What follows belongs to an exercise in optimizing a design on an open flow for small area; a production flow would make more cautious choices.
At most, simulation tests tie the RTL to the original design; equivalence was not proved.

==> run R <==
// Top_FFT
module Top_FFT #(
    parameter   INTEGER_SIZE = 4,
                FRACT_SIZE = 14,
                NFFT = 64
) (
    input       wire                                             clk, rst,
    input       wire                                             start_FFT,
    input       wire    signed  [INTEGER_SIZE+FRACT_SIZE-1:0]    serial_in_r, serial_in_i,
    output      wire    signed  [INTEGER_SIZE+FRACT_SIZE-1:0]    serial_out_r, serial_out_i,
    output      wire                                             end_FFT, data_valid_FFT
);
make LEC_CHECK=0 ABC_AREA=1 CAP_MARGIN=20 CORE_MARGIN=2 CORE_UTILIZATION=55 CTS_BUF_LIST=sky130_fd_sc_hd__clkbuf_16 CTS_CLUSTER_DIAMETER=150 CTS_CLUSTER_SIZE=25 PLACE_DENSITY=0.7 SLEW_MARGIN=20 finish   # period 12.0 ns
run.sh (not shown) runs the stock make flow with config.mk's settings and CLKGATE_MAP_FILE= SYNTH_SCRIPT=/design/flow/synth_recipe.tcl, a recipe that flattens the netlist after the stock synthesis.
==> run P: changes against run R <==
--- a/flow/design.v
+++ b/flow/design.v
@@ -804,18 +804,18 @@
     output      wire    signed  [INTEGER_SIZE+FRACT_SIZE-1:0]    serial_out_r, serial_out_i,
     output      wire                                             end_FFT, data_valid_FFT
 );
 localparam W = INTEGER_SIZE + FRACT_SIZE;
 wire       busy;
 wire [7:0] cnt;
 fft_ctrl CTRL (.clk(clk), .rst(rst), .start_FFT(start_FFT), .busy(busy), .cnt(cnt),
                .end_FFT(end_FFT), .data_valid(data_valid_FFT));
-localparam LIN = 5;
-localparam S1 = LIN - 1, S2 = S1 + 32 + 1, S3 = S2 + 16 + 3, S4 = S3 + 8 + 3, S5 = S4 + 4 + 1, S6 = S5 + 2 + 4;
+localparam LIN = 6;
+localparam S1 = LIN - 1, S2 = S1 + 32 + 1, S3 = S2 + 16 + 3, S4 = S3 + 8 + 2, S5 = S4 + 4 + 1, S6 = S5 + 2 + 4;
 wire [7:0] t1 = cnt - S1, t2 = cnt - S2, t3 = cnt - S3, t4 = cnt - S4, t5 = cnt - S5, t6 = cnt - S6;
 wire [7:0] m1  = cnt - (S1 + 32);
 wire [7:0] m2n = cnt - (S2 + 16), m2b = cnt - (S2 + 16 + 2);
 wire [7:0] m3n = cnt - (S3 + 8);        
 wire [7:0] m4  = cnt - (S4 + 4);
 wire [7:0] m5n = cnt - (S5 + 2);
 reg  [1:0] ad2f, ad5f;
 always @(posedge clk) begin
@@ -845,23 +845,22 @@
 sdf_delay #(.W(2*W), .D(1)) R2 (.clk(clk), .din(w2), .dout(u3));
 wire [2*W-1:0] a3, dl3, o3;
 sdf_delay #(.W(2*W), .D(8)) DL3 (.clk(clk), .din(dl3), .dout(a3));
 sdf_bfly  #(.W(W)) BF3 (.sel(t3[3]), .tw(1'b0),
     .a_r(a3[2*W-1:W]), .a_i(a3[W-1:0]), .u_r(u3[2*W-1:W]), .u_i(u3[W-1:0]),
     .dl_r(dl3[2*W-1:W]), .dl_i(dl3[W-1:0]), .o_r(o3[2*W-1:W]), .o_i(o3[W-1:0]));
 wire [2*W-1:0] p3, w3, u4;
 wire [41:0]    cn3, c3;
-wire [71:0]    f3, q3;
+wire [71:0]    f3;
 sdf_delay #(.W(2*W), .D(1)) P3 (.clk(clk), .din(o3), .dout(p3));
 tw64_rom ROM3 (.address(m3n[5:0]), .dr(cn3[41:21]), .di(cn3[20:0]));
 sdf_delay #(.W(42), .D(1)) C3 (.clk(clk), .din(cn3), .dout(c3));
 w64_front TF3 (.in_r(p3[2*W-1:W]), .in_i(p3[W-1:0]), .dr(c3[41:21]), .di(c3[20:0]), .q(f3));
-sdf_delay #(.W(72), .D(1)) Q3 (.clk(clk), .din(f3), .dout(q3));
-w64_back  TB3 (.q(q3), .out_r(w3[2*W-1:W]), .out_i(w3[W-1:0]));
+w64_back  TB3 (.q(f3), .out_r(w3[2*W-1:W]), .out_i(w3[W-1:0]));
 sdf_delay #(.W(2*W), .D(1)) R3 (.clk(clk), .din(w3), .dout(u4));
 wire [2*W-1:0] a4, dl4, o4;
 sdf_delay #(.W(2*W), .D(4)) DL4 (.clk(clk), .din(dl4), .dout(a4));
 sdf_bfly  #(.W(W)) BF4 (.sel(t4[2]), .tw(m4[1] & m4[2]),
     .a_r(a4[2*W-1:W]), .a_i(a4[W-1:0]), .u_r(u4[2*W-1:W]), .u_i(u4[W-1:0]),
     .dl_r(dl4[2*W-1:W]), .dl_i(dl4[W-1:0]), .o_r(o4[2*W-1:W]), .o_i(o4[W-1:0]));
 wire [2*W-1:0] u5;
 sdf_delay #(.W(2*W), .D(1)) R4 (.clk(clk), .din(o4), .dout(u5));
==> flow/config.mk (replaced) <==
export PLATFORM = sky130hd
export DESIGN_NAME = Top_FFT
export DESIGN_NICKNAME = Top_FFT
export VERILOG_FILES = /design/flow/design.v
export SDC_FILE = /design/flow/constraint.sdc
export NUM_CORES = 4
export LEC_CHECK = 0
export ABC_AREA = 1
export CAP_MARGIN = 20
export CORE_MARGIN = 2
export CORE_UTILIZATION = 55
export CTS_BUF_LIST = sky130_fd_sc_hd__clkbuf_16
export CTS_CLUSTER_DIAMETER = 120
export CTS_CLUSTER_SIZE = 22
export PLACE_DENSITY = 0.7
export SLEW_MARGIN = 20
==> run E: changes against run R <==
--- a/flow/design.v
+++ b/flow/design.v
@@ -804,31 +804,40 @@
     output      wire    signed  [INTEGER_SIZE+FRACT_SIZE-1:0]    serial_out_r, serial_out_i,
     output      wire                                             end_FFT, data_valid_FFT
 );
 localparam W = INTEGER_SIZE + FRACT_SIZE;
 wire       busy;
 wire [7:0] cnt;
 fft_ctrl CTRL (.clk(clk), .rst(rst), .start_FFT(start_FFT), .busy(busy), .cnt(cnt),
                .end_FFT(end_FFT), .data_valid(data_valid_FFT));
-localparam LIN = 5;
-localparam S1 = LIN - 1, S2 = S1 + 32 + 1, S3 = S2 + 16 + 3, S4 = S3 + 8 + 3, S5 = S4 + 4 + 1, S6 = S5 + 2 + 4;
+localparam LIN = 6;
+localparam S1 = LIN - 1, S2 = S1 + 32 + 1, S3 = S2 + 16 + 3, S4 = S3 + 8 + 2, S5 = S4 + 4 + 1, S6 = S5 + 2 + 4;
 wire [7:0] t1 = cnt - S1, t2 = cnt - S2, t3 = cnt - S3, t4 = cnt - S4, t5 = cnt - S5, t6 = cnt - S6;
 wire [7:0] m1  = cnt - (S1 + 32);
 wire [7:0] m2n = cnt - (S2 + 16), m2b = cnt - (S2 + 16 + 2);
 wire [7:0] m3n = cnt - (S3 + 8);        
 wire [7:0] m4  = cnt - (S4 + 4);
 wire [7:0] m5n = cnt - (S5 + 2);
 reg  [1:0] ad2f, ad5f;
 always @(posedge clk) begin
     ad2f <= m2n[3] ? {m2n[4], m2n[5]} : 2'd0;
     ad5f <= m5n[0] ? {m5n[1], m5n[2]} : 2'd0;
 end
-wire [2*W-1:0] u1;
-sdf_delay #(.W(2*W), .D(LIN)) DIN (.clk(clk), .din({serial_in_r, serial_in_i}), .dout(u1));
+wire ml = busy & (cnt >= 8'd68);           
+wire [2*W-1:0] u1, y, a6, u6, u5, p5, dl5a, a5;
+wire [2*W-1:0] dl6, o6, w5, o4, o5, dl5;
+sdf_delay #(.W(2*W), .D(1)) R6  (.clk(clk), .din(ml ? o6  : {serial_in_r, serial_in_i}), .dout(y));
+sdf_delay #(.W(2*W), .D(1)) DL6 (.clk(clk), .din(ml ? dl6 : y),    .dout(a6));
+sdf_delay #(.W(2*W), .D(1)) R5  (.clk(clk), .din(ml ? w5  : a6),   .dout(u6));
+sdf_delay #(.W(2*W), .D(1)) R4  (.clk(clk), .din(ml ? o4  : u6),   .dout(u5));
+sdf_delay #(.W(2*W), .D(1)) P5  (.clk(clk), .din(ml ? o5  : u5),   .dout(p5));
+sdf_delay #(.W(2*W), .D(1)) DL5 (.clk(clk), .din(ml ? dl5 : p5),   .dout(dl5a));
+sdf_delay #(.W(2*W), .D(1)) DL5B (.clk(clk), .din(dl5a), .dout(a5));
+assign u1 = dl5a;
 wire [2*W-1:0] a1, dl1, o1;
 sdf_delay #(.W(2*W), .D(32)) DL1 (.clk(clk), .din(dl1), .dout(a1));
 sdf_bfly  #(.W(W)) BF1 (.sel(t1[5]), .tw(m1[4] & m1[5]),
     .a_r(a1[2*W-1:W]), .a_i(a1[W-1:0]), .u_r(u1[2*W-1:W]), .u_i(u1[W-1:0]),
     .dl_r(dl1[2*W-1:W]), .dl_i(dl1[W-1:0]), .o_r(o1[2*W-1:W]), .o_i(o1[W-1:0]));
 wire [2*W-1:0] u2;
 sdf_delay #(.W(2*W), .D(1)) R1 (.clk(clk), .din(o1), .dout(u2));
 wire [2*W-1:0] a2, dl2, o2;
@@ -845,48 +854,36 @@
 sdf_delay #(.W(2*W), .D(1)) R2 (.clk(clk), .din(w2), .dout(u3));
 wire [2*W-1:0] a3, dl3, o3;
 sdf_delay #(.W(2*W), .D(8)) DL3 (.clk(clk), .din(dl3), .dout(a3));
 sdf_bfly  #(.W(W)) BF3 (.sel(t3[3]), .tw(1'b0),
     .a_r(a3[2*W-1:W]), .a_i(a3[W-1:0]), .u_r(u3[2*W-1:W]), .u_i(u3[W-1:0]),
     .dl_r(dl3[2*W-1:W]), .dl_i(dl3[W-1:0]), .o_r(o3[2*W-1:W]), .o_i(o3[W-1:0]));
 wire [2*W-1:0] p3, w3, u4;
 wire [41:0]    cn3, c3;
-wire [71:0]    f3, q3;
+wire [71:0]    f3;
 sdf_delay #(.W(2*W), .D(1)) P3 (.clk(clk), .din(o3), .dout(p3));
 tw64_rom ROM3 (.address(m3n[5:0]), .dr(cn3[41:21]), .di(cn3[20:0]));
 sdf_delay #(.W(42), .D(1)) C3 (.clk(clk), .din(cn3), .dout(c3));
 w64_front TF3 (.in_r(p3[2*W-1:W]), .in_i(p3[W-1:0]), .dr(c3[41:21]), .di(c3[20:0]), .q(f3));
-sdf_delay #(.W(72), .D(1)) Q3 (.clk(clk), .din(f3), .dout(q3));
-w64_back  TB3 (.q(q3), .out_r(w3[2*W-1:W]), .out_i(w3[W-1:0]));
+w64_back  TB3 (.q(f3), .out_r(w3[2*W-1:W]), .out_i(w3[W-1:0]));
 sdf_delay #(.W(2*W), .D(1)) R3 (.clk(clk), .din(w3), .dout(u4));
-wire [2*W-1:0] a4, dl4, o4;
+wire [2*W-1:0] a4, dl4;
 sdf_delay #(.W(2*W), .D(4)) DL4 (.clk(clk), .din(dl4), .dout(a4));
 sdf_bfly  #(.W(W)) BF4 (.sel(t4[2]), .tw(m4[1] & m4[2]),
     .a_r(a4[2*W-1:W]), .a_i(a4[W-1:0]), .u_r(u4[2*W-1:W]), .u_i(u4[W-1:0]),
     .dl_r(dl4[2*W-1:W]), .dl_i(dl4[W-1:0]), .o_r(o4[2*W-1:W]), .o_i(o4[W-1:0]));
-wire [2*W-1:0] u5;
-sdf_delay #(.W(2*W), .D(1)) R4 (.clk(clk), .din(o4), .dout(u5));
-wire [2*W-1:0] a5, dl5, o5;
-sdf_delay #(.W(2*W), .D(2)) DL5 (.clk(clk), .din(dl5), .dout(a5));
 sdf_bfly  #(.W(W)) BF5 (.sel(t5[1]), .tw(1'b0),
     .a_r(a5[2*W-1:W]), .a_i(a5[W-1:0]), .u_r(u5[2*W-1:W]), .u_i(u5[W-1:0]),
     .dl_r(dl5[2*W-1:W]), .dl_i(dl5[W-1:0]), .o_r(o5[2*W-1:W]), .o_i(o5[W-1:0]));
-wire [2*W-1:0] p5, w5, u6;
 wire [38:0]    q51n, q51;
 wire [39:0]    q52n, q52;
-sdf_delay #(.W(2*W), .D(1)) P5 (.clk(clk), .din(o5), .dout(p5));
 w8_front2 TF5 (.addr(ad5f), .in_r(p5[2*W-1:W]), .in_i(p5[W-1:0]),
                .q1(q51), .q1n(q51n), .q2n(q52n));
 sdf_delay #(.W(39), .D(1)) Q51 (.clk(clk), .din(q51n), .dout(q51));
 sdf_delay #(.W(40), .D(1)) Q52 (.clk(clk), .din(q52n), .dout(q52));
 w8_back  TB5 (.addr(q52[1:0]), .q(q52[39:2]), .out_r(w5[2*W-1:W]), .out_i(w5[W-1:0]));
-sdf_delay #(.W(2*W), .D(1)) R5 (.clk(clk), .din(w5), .dout(u6));
-wire [2*W-1:0] a6, dl6, o6;
-sdf_delay #(.W(2*W), .D(1)) DL6 (.clk(clk), .din(dl6), .dout(a6));
 sdf_bfly  #(.W(W)) BF6 (.sel(t6[0]), .tw(1'b0),
     .a_r(a6[2*W-1:W]), .a_i(a6[W-1:0]), .u_r(u6[2*W-1:W]), .u_i(u6[W-1:0]),
     .dl_r(dl6[2*W-1:W]), .dl_i(dl6[W-1:0]), .o_r(o6[2*W-1:W]), .o_i(o6[W-1:0]));
-wire [2*W-1:0] y;
-sdf_delay #(.W(2*W), .D(1)) R6 (.clk(clk), .din(o6), .dout(y));
 assign serial_out_r = y[2*W-1:W];
 assign serial_out_i = y[W-1:0];
 endmodule
==> flow/config.mk (replaced) <==
export PLATFORM = sky130hd
export DESIGN_NAME = Top_FFT
export DESIGN_NICKNAME = Top_FFT
export VERILOG_FILES = /design/flow/design.v
export SDC_FILE = /design/flow/constraint.sdc
export NUM_CORES = 4
export LEC_CHECK = 0
export ABC_AREA = 1
export CAP_MARGIN = 20
export CORE_MARGIN = 2
export CORE_UTILIZATION = 65
export CTS_BUF_LIST = sky130_fd_sc_hd__clkbuf_16
export CTS_CLUSTER_DIAMETER = 120
export CTS_CLUSTER_SIZE = 22
export PLACE_DENSITY = 0.8
export SLEW_MARGIN = 20
==> run H: changes against run R <==
--- a/flow/design.v
+++ b/flow/design.v
@@ -804,31 +804,40 @@
     output      wire    signed  [INTEGER_SIZE+FRACT_SIZE-1:0]    serial_out_r, serial_out_i,
     output      wire                                             end_FFT, data_valid_FFT
 );
 localparam W = INTEGER_SIZE + FRACT_SIZE;
 wire       busy;
 wire [7:0] cnt;
 fft_ctrl CTRL (.clk(clk), .rst(rst), .start_FFT(start_FFT), .busy(busy), .cnt(cnt),
                .end_FFT(end_FFT), .data_valid(data_valid_FFT));
-localparam LIN = 5;
-localparam S1 = LIN - 1, S2 = S1 + 32 + 1, S3 = S2 + 16 + 3, S4 = S3 + 8 + 3, S5 = S4 + 4 + 1, S6 = S5 + 2 + 4;
+localparam LIN = 6;
+localparam S1 = LIN - 1, S2 = S1 + 32 + 1, S3 = S2 + 16 + 3, S4 = S3 + 8 + 2, S5 = S4 + 4 + 1, S6 = S5 + 2 + 4;
 wire [7:0] t1 = cnt - S1, t2 = cnt - S2, t3 = cnt - S3, t4 = cnt - S4, t5 = cnt - S5, t6 = cnt - S6;
 wire [7:0] m1  = cnt - (S1 + 32);
 wire [7:0] m2n = cnt - (S2 + 16), m2b = cnt - (S2 + 16 + 2);
 wire [7:0] m3n = cnt - (S3 + 8);        
 wire [7:0] m4  = cnt - (S4 + 4);
 wire [7:0] m5n = cnt - (S5 + 2);
 reg  [1:0] ad2f, ad5f;
 always @(posedge clk) begin
     ad2f <= m2n[3] ? {m2n[4], m2n[5]} : 2'd0;
     ad5f <= m5n[0] ? {m5n[1], m5n[2]} : 2'd0;
 end
-wire [2*W-1:0] u1;
-sdf_delay #(.W(2*W), .D(LIN)) DIN (.clk(clk), .din({serial_in_r, serial_in_i}), .dout(u1));
+wire ml = busy & (cnt >= 8'd68);           
+wire [2*W-1:0] u1, y, a6, u6, u5, p5, dl5a, a5;
+wire [2*W-1:0] dl6, o6, w5, o4, o5, dl5;
+sdf_delay #(.W(2*W), .D(1)) R6  (.clk(clk), .din(ml ? o6  : {serial_in_r, serial_in_i}), .dout(y));
+sdf_delay #(.W(2*W), .D(1)) DL6 (.clk(clk), .din(ml ? dl6 : y),    .dout(a6));
+sdf_delay #(.W(2*W), .D(1)) R5  (.clk(clk), .din(ml ? w5  : a6),   .dout(u6));
+sdf_delay #(.W(2*W), .D(1)) R4  (.clk(clk), .din(ml ? o4  : u6),   .dout(u5));
+sdf_delay #(.W(2*W), .D(1)) P5  (.clk(clk), .din(ml ? o5  : u5),   .dout(p5));
+sdf_delay #(.W(2*W), .D(1)) DL5 (.clk(clk), .din(ml ? dl5 : p5),   .dout(dl5a));
+sdf_delay #(.W(2*W), .D(1)) DL5B (.clk(clk), .din(dl5a), .dout(a5));
+assign u1 = dl5a;
 wire [2*W-1:0] a1, dl1, o1;
 sdf_delay #(.W(2*W), .D(32)) DL1 (.clk(clk), .din(dl1), .dout(a1));
 sdf_bfly  #(.W(W)) BF1 (.sel(t1[5]), .tw(m1[4] & m1[5]),
     .a_r(a1[2*W-1:W]), .a_i(a1[W-1:0]), .u_r(u1[2*W-1:W]), .u_i(u1[W-1:0]),
     .dl_r(dl1[2*W-1:W]), .dl_i(dl1[W-1:0]), .o_r(o1[2*W-1:W]), .o_i(o1[W-1:0]));
 wire [2*W-1:0] u2;
 sdf_delay #(.W(2*W), .D(1)) R1 (.clk(clk), .din(o1), .dout(u2));
 wire [2*W-1:0] a2, dl2, o2;
@@ -845,48 +854,36 @@
 sdf_delay #(.W(2*W), .D(1)) R2 (.clk(clk), .din(w2), .dout(u3));
 wire [2*W-1:0] a3, dl3, o3;
 sdf_delay #(.W(2*W), .D(8)) DL3 (.clk(clk), .din(dl3), .dout(a3));
 sdf_bfly  #(.W(W)) BF3 (.sel(t3[3]), .tw(1'b0),
     .a_r(a3[2*W-1:W]), .a_i(a3[W-1:0]), .u_r(u3[2*W-1:W]), .u_i(u3[W-1:0]),
     .dl_r(dl3[2*W-1:W]), .dl_i(dl3[W-1:0]), .o_r(o3[2*W-1:W]), .o_i(o3[W-1:0]));
 wire [2*W-1:0] p3, w3, u4;
 wire [41:0]    cn3, c3;
-wire [71:0]    f3, q3;
+wire [71:0]    f3;
 sdf_delay #(.W(2*W), .D(1)) P3 (.clk(clk), .din(o3), .dout(p3));
 tw64_rom ROM3 (.address(m3n[5:0]), .dr(cn3[41:21]), .di(cn3[20:0]));
 sdf_delay #(.W(42), .D(1)) C3 (.clk(clk), .din(cn3), .dout(c3));
 w64_front TF3 (.in_r(p3[2*W-1:W]), .in_i(p3[W-1:0]), .dr(c3[41:21]), .di(c3[20:0]), .q(f3));
-sdf_delay #(.W(72), .D(1)) Q3 (.clk(clk), .din(f3), .dout(q3));
-w64_back  TB3 (.q(q3), .out_r(w3[2*W-1:W]), .out_i(w3[W-1:0]));
+w64_back  TB3 (.q(f3), .out_r(w3[2*W-1:W]), .out_i(w3[W-1:0]));
 sdf_delay #(.W(2*W), .D(1)) R3 (.clk(clk), .din(w3), .dout(u4));
-wire [2*W-1:0] a4, dl4, o4;
+wire [2*W-1:0] a4, dl4;
 sdf_delay #(.W(2*W), .D(4)) DL4 (.clk(clk), .din(dl4), .dout(a4));
 sdf_bfly  #(.W(W)) BF4 (.sel(t4[2]), .tw(m4[1] & m4[2]),
     .a_r(a4[2*W-1:W]), .a_i(a4[W-1:0]), .u_r(u4[2*W-1:W]), .u_i(u4[W-1:0]),
     .dl_r(dl4[2*W-1:W]), .dl_i(dl4[W-1:0]), .o_r(o4[2*W-1:W]), .o_i(o4[W-1:0]));
-wire [2*W-1:0] u5;
-sdf_delay #(.W(2*W), .D(1)) R4 (.clk(clk), .din(o4), .dout(u5));
-wire [2*W-1:0] a5, dl5, o5;
-sdf_delay #(.W(2*W), .D(2)) DL5 (.clk(clk), .din(dl5), .dout(a5));
 sdf_bfly  #(.W(W)) BF5 (.sel(t5[1]), .tw(1'b0),
     .a_r(a5[2*W-1:W]), .a_i(a5[W-1:0]), .u_r(u5[2*W-1:W]), .u_i(u5[W-1:0]),
     .dl_r(dl5[2*W-1:W]), .dl_i(dl5[W-1:0]), .o_r(o5[2*W-1:W]), .o_i(o5[W-1:0]));
-wire [2*W-1:0] p5, w5, u6;
 wire [38:0]    q51n, q51;
 wire [39:0]    q52n, q52;
-sdf_delay #(.W(2*W), .D(1)) P5 (.clk(clk), .din(o5), .dout(p5));
 w8_front2 TF5 (.addr(ad5f), .in_r(p5[2*W-1:W]), .in_i(p5[W-1:0]),
                .q1(q51), .q1n(q51n), .q2n(q52n));
 sdf_delay #(.W(39), .D(1)) Q51 (.clk(clk), .din(q51n), .dout(q51));
 sdf_delay #(.W(40), .D(1)) Q52 (.clk(clk), .din(q52n), .dout(q52));
 w8_back  TB5 (.addr(q52[1:0]), .q(q52[39:2]), .out_r(w5[2*W-1:W]), .out_i(w5[W-1:0]));
-sdf_delay #(.W(2*W), .D(1)) R5 (.clk(clk), .din(w5), .dout(u6));
-wire [2*W-1:0] a6, dl6, o6;
-sdf_delay #(.W(2*W), .D(1)) DL6 (.clk(clk), .din(dl6), .dout(a6));
 sdf_bfly  #(.W(W)) BF6 (.sel(t6[0]), .tw(1'b0),
     .a_r(a6[2*W-1:W]), .a_i(a6[W-1:0]), .u_r(u6[2*W-1:W]), .u_i(u6[W-1:0]),
     .dl_r(dl6[2*W-1:W]), .dl_i(dl6[W-1:0]), .o_r(o6[2*W-1:W]), .o_i(o6[W-1:0]));
-wire [2*W-1:0] y;
-sdf_delay #(.W(2*W), .D(1)) R6 (.clk(clk), .din(o6), .dout(y));
 assign serial_out_r = y[2*W-1:W];
 assign serial_out_i = y[W-1:0];
 endmodule
==> flow/config.mk (replaced) <==
export PLATFORM = sky130hd
export DESIGN_NAME = Top_FFT
export DESIGN_NICKNAME = Top_FFT
export VERILOG_FILES = /design/flow/design.v
export SDC_FILE = /design/flow/constraint.sdc
export NUM_CORES = 4
export LEC_CHECK = 0
export ABC_AREA = 1
export CAP_MARGIN = 20
export CORE_MARGIN = 2
export CORE_UTILIZATION = 55
export CTS_BUF_LIST = sky130_fd_sc_hd__clkbuf_16
export CTS_CLUSTER_DIAMETER = 110
export CTS_CLUSTER_SIZE = 24
export PLACE_DENSITY = 0.7
export SLEW_MARGIN = 20
==> qor summary <==
item	run P	run R	run H	run E
Result of the run	no timing/DRC/antenna violations	no timing/DRC/antenna violations	no timing/DRC/antenna violations	no timing/DRC/antenna violations
Ant diodes	7	2	10	5
Maximum cell stage delay along the critical path	0.61 ns	0.55 ns	0.52 ns	0.69 ns
Minimum period implied by the final worst setup slack	11.34 ns	10.85 ns	11.64 ns	11.51 ns
Count of different cell masters after synthesis	50	56	53	53
Start point of the worst hold path	DL2.sr[3][4]$_DFF_P_	DL4.sr[2][4]$_DFF_P_	DL4.sr[2][4]$_DFF_P_	DL4.sr[0][21]$_DFF_P_
Number of multi-input combinational cells	4295	4270	4795	4795
Synthesized instance count	9089	9044	9385	9385
# placed instances	11476	11420	11699	11334
Multi-input combinational area share	35.2%	35.2%	37.9%	38.1%
Non-clock buffer share of cell area	1.69%	1.50%	1.73%	1.61%
Launch point of the worst path	C3.sr[0][14]$_DFF_P_	C3.sr[0][36]$_DFF_P_	C3.sr[0][16]$_DFF_P_	C3.sr[0][35]$_DFF_P_
Hold-critical path endpoint	DL2.sr[4][4]$_DFF_P_	DL4.sr[3][4]$_DFF_P_	DL4.sr[3][4]$_DFF_P_	DL4.sr[1][21]$_DFF_P_
Met3 track utilization from global routing	3.62%	3.84%	4.85%	6.58%
Cts bufs inserted	156	140	138	146
Only the layout flow was run in run R; the RTL was not checked for function there.

## static timing again, ports no longer ideal
The flow's constraints put no driver on any port. The routed layouts listed below were extracted and timed again, unchanged, in two steps. Step 1 (the two cells are an assumption about what drives the block):
set clk [get_ports {clk}]
set_driving_cell -lib_cell sky130_fd_sc_hd__clkbuf_16 $clk
set_driving_cell -lib_cell sky130_fd_sc_hd__buf_2 [delete_from_list [all_inputs] $clk]
Step 2 also shifts input and output timing later by t, the mid clock arrival at the registers, as if the neighbouring blocks saw the same clock. Three values: ideal, step 1, step 2; two values: the first two.
run | t, ns | setup WS [ns] | hold WS [ns] | latest minus earliest clock arrival (ns) | worst slew at a driven data input, ns
run R | 0.905 | 1.148 / 1.148 / 1.148 | 0.307 / 0.307 / 0.307 | 0.051 / 0.051 | 0.10
run P | 0.897 | 0.658 / 0.658 / 0.658 | 0.288 / 0.288 / 0.288 | 0.067 / 0.068 | 0.07
run E | 0.882 | 0.489 / 0.489 / 0.489 | 0.288 / 0.288 / 0.288 | 0.096 / 0.096 | 0.24
run H | 0.899 | 0.360 / 0.360 / 0.360 | 0.284 / 0.284 / 0.284 | 0.066 / 0.065 | 0.19
After both steps every run listed still meets setup and hold.
